Background: an optimization exercise with open tools, aiming at small area. Do not read the settings as production practice.
Function was checked by simulation only, so behaviour that the tests miss may differ from the original.
Power figures rest on the tool's default switching activity, not on a simulated workload. The flow treats the clock pin as an ideal source, which a real chip does not have.

==> 04-13 <==
## genWave
module genWave
( input  var        i_clk48     
, input  var        i_rst48_n   
, input  var        i_pause     
, input  var [ 4:0] i_osc_sel   
, input  var [23:0] i_t_freq    
, input  var        i_tf_valid  
, input  var [ 7:0] i_wav_sel   
, input  var        i_ws_valid  
, output var [15:0] o_sample    
, output var        o_pulse     
);
clock: 20.8 ns
lec_check: 0
abc_area: 1
cap_margin: 20
core_margin: 2
core_utilization: 75
cts_buf_list: sky130_fd_sc_hd__clkbuf_16
cts_cluster_diameter: 100
cts_cluster_size: 30
place_density: 0.85
slew_margin: 20
standard.sh (not shown) runs the stock make flow with config.mk's settings and CLKGATE_MAP_FILE= SYNTH_SCRIPT=/design/flow/synth_recipe.tcl, a recipe that flattens the netlist after the stock synthesis.
==> flow/flow/run.sh <==
#!/bin/bash
# The standard layout (standard.sh), changed in three ways:
#  - synthesis maps the logic with ABC's area mapper (amap, flow/abc_area.script),
#    which turns the ring shift registers' write selects into one o22ai per bit;
#  - clock tree synthesis inserts no dummy loads;
#  - the ports are buffered with the smallest buffer.
# Registers, their names and their cell types are those of the standard synthesis:
# only the combinational mapping differs.
set -euo pipefail
WORK=$(pwd)
rm -rf "$WORK/scripts"
cp -r "$FLOW_HOME/scripts" "$WORK/scripts"
cp "$WORK/flow/abc_area.script" "$WORK/scripts/abc_area.script"
export SCRIPTS_DIR="$WORK/scripts"
export CTS_ARGS="-sink_clustering_enable -repair_clock_nets -sink_clustering_size 30 -sink_clustering_max_diameter 100 -buf_list sky130_fd_sc_hd__clkbuf_16 -dont_use_dummy_load"
export BUFFER_PORTS_ARGS="-buffer_cell sky130_fd_sc_hd__buf_1"
bash standard.sh synth > "$WORK/synth.log" 2>&1
bash standard.sh > "$WORK/layout.log" 2>&1
==> flow/flow/abc_area.script <==
strash
dch
amap
==> 06-22 (differences from 04-13) <==
--- a/flow/design.v
+++ b/flow/design.v
@@ -55,38 +55,31 @@
     y <= qph[15] ? {16'hDBD9, 2'b00} : 18'd0;
     p <= {qph, 7'd0};
   end else begin
     x <= x_n;
     y <= y_n;
     p <= p_n;
   end
-logic at_edge, edge_hi;
-always_comb begin
-  at_edge = (qphf[15:5] == 11'h7FF) || (qphf[15:5] == 11'h000);
-  edge_hi = qphf[15] && (qphf[4:0] > 5'd4);
-end
-logic [5:0] lo_val;
-always_comb lo_val = {1'b0, qphf[4:0]} + {2'b0, qphf[4:1]};
 always_comb
-  if (!at_edge)        o_sin = y[17:2];
-  else if (edge_hi) o_sin = 16'hFFFE;
-  else              o_sin = qphf[15] ? y[17:2] : {10'd0, lo_val};
+  if (qphf > 16'd65508)   o_sin = 16'hFFFE;
+  else if (qphf < 16'd32) o_sin = qphf + (qphf >> 1);
+  else                    o_sin = y[17:2];
 endmodule
 `default_nettype none
 module saw2sin
 ( input  var [15:0] i_saw
 , input  var [15:0] i_qsin
 , output var [15:0] o_sin
 , output var        o_c
 );
 logic invert;
 always_comb invert = i_saw[15];
 logic reverse;
 always_comb reverse = i_saw[14];
-always_comb o_sin = {1'b0, i_qsin[15:1]};  
+always_comb o_sin = {invert, i_qsin[15:1] ^ {15{invert}}};
 always_comb o_c   = reverse ? (!invert && i_qsin[0]) : invert;
 endmodule
 `default_nettype none
 module genWave
 ( input  var        i_clk48     
 , input  var        i_rst48_n   
 , input  var        i_pause     
@@ -134,33 +127,24 @@
 ( .i_f  (i_t_freq)
 , .o_st (st_in)
 );
 logic [1:0] w_in;
 always_comb w_in = (i_wav_sel[7:2] == 6'd0) ? i_wav_sel[1:0] : 2'd0;
 logic [4:0] wpos;  
 always_comb wpos = i_osc_sel + rot;
-logic [3:0] dec_st, dec_ws;
-logic [7:0] dec_hi;
-always_comb begin
-  for (int i = 0; i < 4; i++) begin
-    dec_st[i] = i_tf_valid && (wpos[1:0] == 2'(i));
-    dec_ws[i] = i_ws_valid && (wpos[1:0] == 2'(i));
-  end
-  for (int i = 0; i < 8; i++) dec_hi[i] = (wpos[4:2] == 3'(i));
-end
 logic [15:0] ph_r [0:31];
 logic [14:0] st_r [0:31];
 logic [ 1:0] w_r  [0:31];
 logic [15:0] ph_new;   
 for (genvar p = 0; p < 32; p++) begin: l_ring
   localparam int Q = (p + 31) % 32;
   logic wst, wws;
   always_comb begin
-    wst = dec_st[p % 4] && dec_hi[p / 4];
-    wws = dec_ws[p % 4] && dec_hi[p / 4];
+    wst = i_tf_valid && (wpos == 5'(p));
+    wws = i_ws_valid && (wpos == 5'(p));
   end
   if (p == 1) begin: l_upd
     always_ff @(posedge i_clk48) ph_r[p] <= ph_new;
   end else begin: l_shift
     always_ff @(posedge i_clk48) ph_r[p] <= ph_r[Q];
   end
   if (p % 2 == 0) begin: l_even
@@ -217,27 +201,27 @@
 logic        sine_c;
 saw2sin m_saw2sin
 ( .i_saw  (ph)
 , .i_qsin (qsin)
 , .o_sin  (sine)
 , .o_c    (sine_c)
 );
-logic [15:0] sample_src;
-always_comb
-  case (w)
-    2'd0:    sample_src = ph;
-    2'd1:    sample_src = 16'h8000;
-    2'd2:    sample_src = {~ph[14], ph[13:0], 1'b0};
-    default: sample_src = sine;
-  endcase
 logic [15:0] sample;
 logic        sample_c;
 always_comb begin
-  sample   = sample_src ^ {16{ph[15] && (w != 2'd0)}};
-  sample_c = (w == 2'd3) && sine_c;
+  sample_c = 1'b0;
+  case (w)
+    2'd0: sample = ph;
+    2'd1: sample = {~ph[15], {15{ph[15]}}};
+    2'd2: sample = ph[15] ? {ph[14], ~ph[13:0], 1'b1} : {~ph[14], ph[13:0], 1'b0};
+    default: begin
+      sample   = sine;
+      sample_c = sine_c;
+    end
+  endcase
 end
 logic [20:0] acc;
 logic [ 5:0] m;  
 logic        shift;
 always_comb shift = slot[5] && (m != 6'd0);
 logic [15:0] addend;
 always_comb addend = sample & {16{fin}};
==> flow/run.sh (new file) <==
#!/bin/bash
# synth_recipe.tcl (not shown) runs the flow's synth.tcl, then flattens the netlist and writes it again
# the make line also repeats each setting of config.mk as NAME=value (left out here)
make -C /OpenROAD-flow-scripts/flow DESIGN_CONFIG=/design/flow/config.mk WORK_HOME=/design/flow/orfs CLKGATE_MAP_FILE= SYNTH_SCRIPT=/design/flow/synth_recipe.tcl finish
CORE_UTILIZATION = 70   (was 75)
PLACE_DENSITY = 0.78   (was 0.85)
removed: flow/flow/run.sh
removed: flow/flow/abc_area.script
removed: flow/standard.sh
==> 05-01 (differences from 04-13) <==
--- a/flow/design.v
+++ b/flow/design.v
@@ -55,38 +55,31 @@
     y <= qph[15] ? {16'hDBD9, 2'b00} : 18'd0;
     p <= {qph, 7'd0};
   end else begin
     x <= x_n;
     y <= y_n;
     p <= p_n;
   end
-logic at_edge, edge_hi;
-always_comb begin
-  at_edge = (qphf[15:5] == 11'h7FF) || (qphf[15:5] == 11'h000);
-  edge_hi = qphf[15] && (qphf[4:0] > 5'd4);
-end
-logic [5:0] lo_val;
-always_comb lo_val = {1'b0, qphf[4:0]} + {2'b0, qphf[4:1]};
 always_comb
-  if (!at_edge)        o_sin = y[17:2];
-  else if (edge_hi) o_sin = 16'hFFFE;
-  else              o_sin = qphf[15] ? y[17:2] : {10'd0, lo_val};
+  if (qphf > 16'd65508)   o_sin = 16'hFFFE;
+  else if (qphf < 16'd32) o_sin = qphf + (qphf >> 1);
+  else                    o_sin = y[17:2];
 endmodule
 `default_nettype none
 module saw2sin
 ( input  var [15:0] i_saw
 , input  var [15:0] i_qsin
 , output var [15:0] o_sin
 , output var        o_c
 );
 logic invert;
 always_comb invert = i_saw[15];
 logic reverse;
 always_comb reverse = i_saw[14];
-always_comb o_sin = {1'b0, i_qsin[15:1]};  
+always_comb o_sin = {invert, i_qsin[15:1] ^ {15{invert}}};
 always_comb o_c   = reverse ? (!invert && i_qsin[0]) : invert;
 endmodule
 `default_nettype none
 module genWave
 ( input  var        i_clk48     
 , input  var        i_rst48_n   
 , input  var        i_pause     
@@ -134,33 +127,24 @@
 ( .i_f  (i_t_freq)
 , .o_st (st_in)
 );
 logic [1:0] w_in;
 always_comb w_in = (i_wav_sel[7:2] == 6'd0) ? i_wav_sel[1:0] : 2'd0;
 logic [4:0] wpos;  
 always_comb wpos = i_osc_sel + rot;
-logic [3:0] dec_st, dec_ws;
-logic [7:0] dec_hi;
-always_comb begin
-  for (int i = 0; i < 4; i++) begin
-    dec_st[i] = i_tf_valid && (wpos[1:0] == 2'(i));
-    dec_ws[i] = i_ws_valid && (wpos[1:0] == 2'(i));
-  end
-  for (int i = 0; i < 8; i++) dec_hi[i] = (wpos[4:2] == 3'(i));
-end
 logic [15:0] ph_r [0:31];
 logic [14:0] st_r [0:31];
 logic [ 1:0] w_r  [0:31];
 logic [15:0] ph_new;   
 for (genvar p = 0; p < 32; p++) begin: l_ring
   localparam int Q = (p + 31) % 32;
   logic wst, wws;
   always_comb begin
-    wst = dec_st[p % 4] && dec_hi[p / 4];
-    wws = dec_ws[p % 4] && dec_hi[p / 4];
+    wst = i_tf_valid && (wpos == 5'(p));
+    wws = i_ws_valid && (wpos == 5'(p));
   end
   if (p == 1) begin: l_upd
     always_ff @(posedge i_clk48) ph_r[p] <= ph_new;
   end else begin: l_shift
     always_ff @(posedge i_clk48) ph_r[p] <= ph_r[Q];
   end
   if (p % 2 == 0) begin: l_even
@@ -217,27 +201,27 @@
 logic        sine_c;
 saw2sin m_saw2sin
 ( .i_saw  (ph)
 , .i_qsin (qsin)
 , .o_sin  (sine)
 , .o_c    (sine_c)
 );
-logic [15:0] sample_src;
-always_comb
-  case (w)
-    2'd0:    sample_src = ph;
-    2'd1:    sample_src = 16'h8000;
-    2'd2:    sample_src = {~ph[14], ph[13:0], 1'b0};
-    default: sample_src = sine;
-  endcase
 logic [15:0] sample;
 logic        sample_c;
 always_comb begin
-  sample   = sample_src ^ {16{ph[15] && (w != 2'd0)}};
-  sample_c = (w == 2'd3) && sine_c;
+  sample_c = 1'b0;
+  case (w)
+    2'd0: sample = ph;
+    2'd1: sample = {~ph[15], {15{ph[15]}}};
+    2'd2: sample = ph[15] ? {ph[14], ~ph[13:0], 1'b1} : {~ph[14], ph[13:0], 1'b0};
+    default: begin
+      sample   = sine;
+      sample_c = sine_c;
+    end
+  endcase
 end
 logic [20:0] acc;
 logic [ 5:0] m;  
 logic        shift;
 always_comb shift = slot[5] && (m != 6'd0);
 logic [15:0] addend;
 always_comb addend = sample & {16{fin}};
==> flow/run.sh (new file) <==
#!/bin/bash
# synth_recipe.tcl (not shown) runs the flow's synth.tcl, then flattens the netlist and writes it again
# the make line also repeats each setting of config.mk as NAME=value (left out here)
make -C /OpenROAD-flow-scripts/flow DESIGN_CONFIG=/design/flow/config.mk WORK_HOME=/design/flow/orfs CLKGATE_MAP_FILE= SYNTH_SCRIPT=/design/flow/synth_recipe.tcl finish
CORE_UTILIZATION = 70   (was 75)
CTS_BUF_LIST = sky130_fd_sc_hd__clkbuf_8   (was sky130_fd_sc_hd__clkbuf_16)
CTS_CLUSTER_DIAMETER = default   (was 100)
CTS_CLUSTER_SIZE = default   (was 30)
PLACE_DENSITY = 0.78   (was 0.85)
removed: flow/flow/run.sh
removed: flow/flow/abc_area.script
removed: flow/standard.sh
==> impl_metrics.yaml <==
status:
  outcome: "finished clean"
synth:
  netlist.area_leader.share_pct: 64.61
  synthMuxAreaShare_pct: 0
timing:
  max_slew_margin_pct: 21.94
drt:
  drtPass1Iterations: 9
placement:
  dp_cells: 3795
pwr:
  p_seq_share_pct: 47.2
  p_comb_share_pct: 37.2
-- figures above: 04-13

==> impl_metrics.yaml <==
clock_tree:
  cts_made_buffers: 45
  clk_latency_ns: 0.62
setup_path:
  crit_start: "i_t_freq[2]"
pwr:
  maxPowerGroup: "registers"
  p_comb_share_pct: 37.6
  p_seq_share_pct: 46.7
grt:
  grt_pass1_vias: 25610
  overflow: 0
status:
  outcome: "finished clean"
timing:
  grt_setup_unrepaired: "no"
  max_slew_margin_pct: 30.63
synth:
  synthMuxAreaShare_pct: 0.2011
  netlist.area_leader.share_pct: 58.28
cells_and_area:
  final_common_cell: "dfxtp_1"
floorplan:
  die_w_um: 242.5
drt:
  drtPass1Iterations: 5
  vias: 26980
-- figures above: 06-22

==> impl_metrics.yaml <==
status:
  outcome: "finished clean"
pwr:
  leakagePower_nw: 19.62
  p_comb_share_pct: 34.1
  p_seq_share_pct: 42.3
timing:
  max_slew_margin_pct: 30.48
placement:
  dp_cells: 4815
synth:
  ys_warn_count: 12
  synth-adder-area-share_pct: 8.806
  synthMuxAreaShare_pct: 0.2011
  synth_fp_nets: 4432
drt:
  drtPass1Iterations: 6
grt:
  grt_usage_pct: 32.39
-- figures above: 05-01

## separate check: timing with driven ports
The flow's constraints put no driver on any port. The routed layouts listed below were extracted and timed again, unchanged, in two steps.
Step 1 (the two cells are an assumption about what drives the block):
set clk [get_ports {i_clk48}]
set_driving_cell -lib_cell sky130_fd_sc_hd__clkbuf_16 $clk
set_driving_cell -lib_cell sky130_fd_sc_hd__buf_2 [delete_from_list [all_inputs] $clk]
Step 2 times the ports against the registers' clock, not the clock port: input delays grow and output delays shrink by t, the midpoint of the rising clock arrivals with the driver on.
Three values: ideal ports, drivers, drivers and shift; two values: the first two.
| run | t, ns | setup slack, ns | hold slack, ns | latest minus earliest clock arrival (ns) |
|---|---|---|---|---|
| 04-13 | 0.647 | 6.822 / 6.848 / 6.201 | 0.282 / 0.282 / 0.282 | 0.123 / 0.123 |
| 06-22 | 0.679 | 7.431 / 7.461 / 6.782 | 0.328 / 0.328 / 0.328 | 0.018 / 0.018 |
| 05-01 | 0.854 | 7.480 / 7.500 / 6.646 | 0.300 / 0.300 / 0.300 | 0.050 / 0.050 |
After both steps every run listed still meets setup and hold. The setup slack of 05-01, which loses most, moves by +0.020 ns with the drivers and by -0.834 ns with both steps.
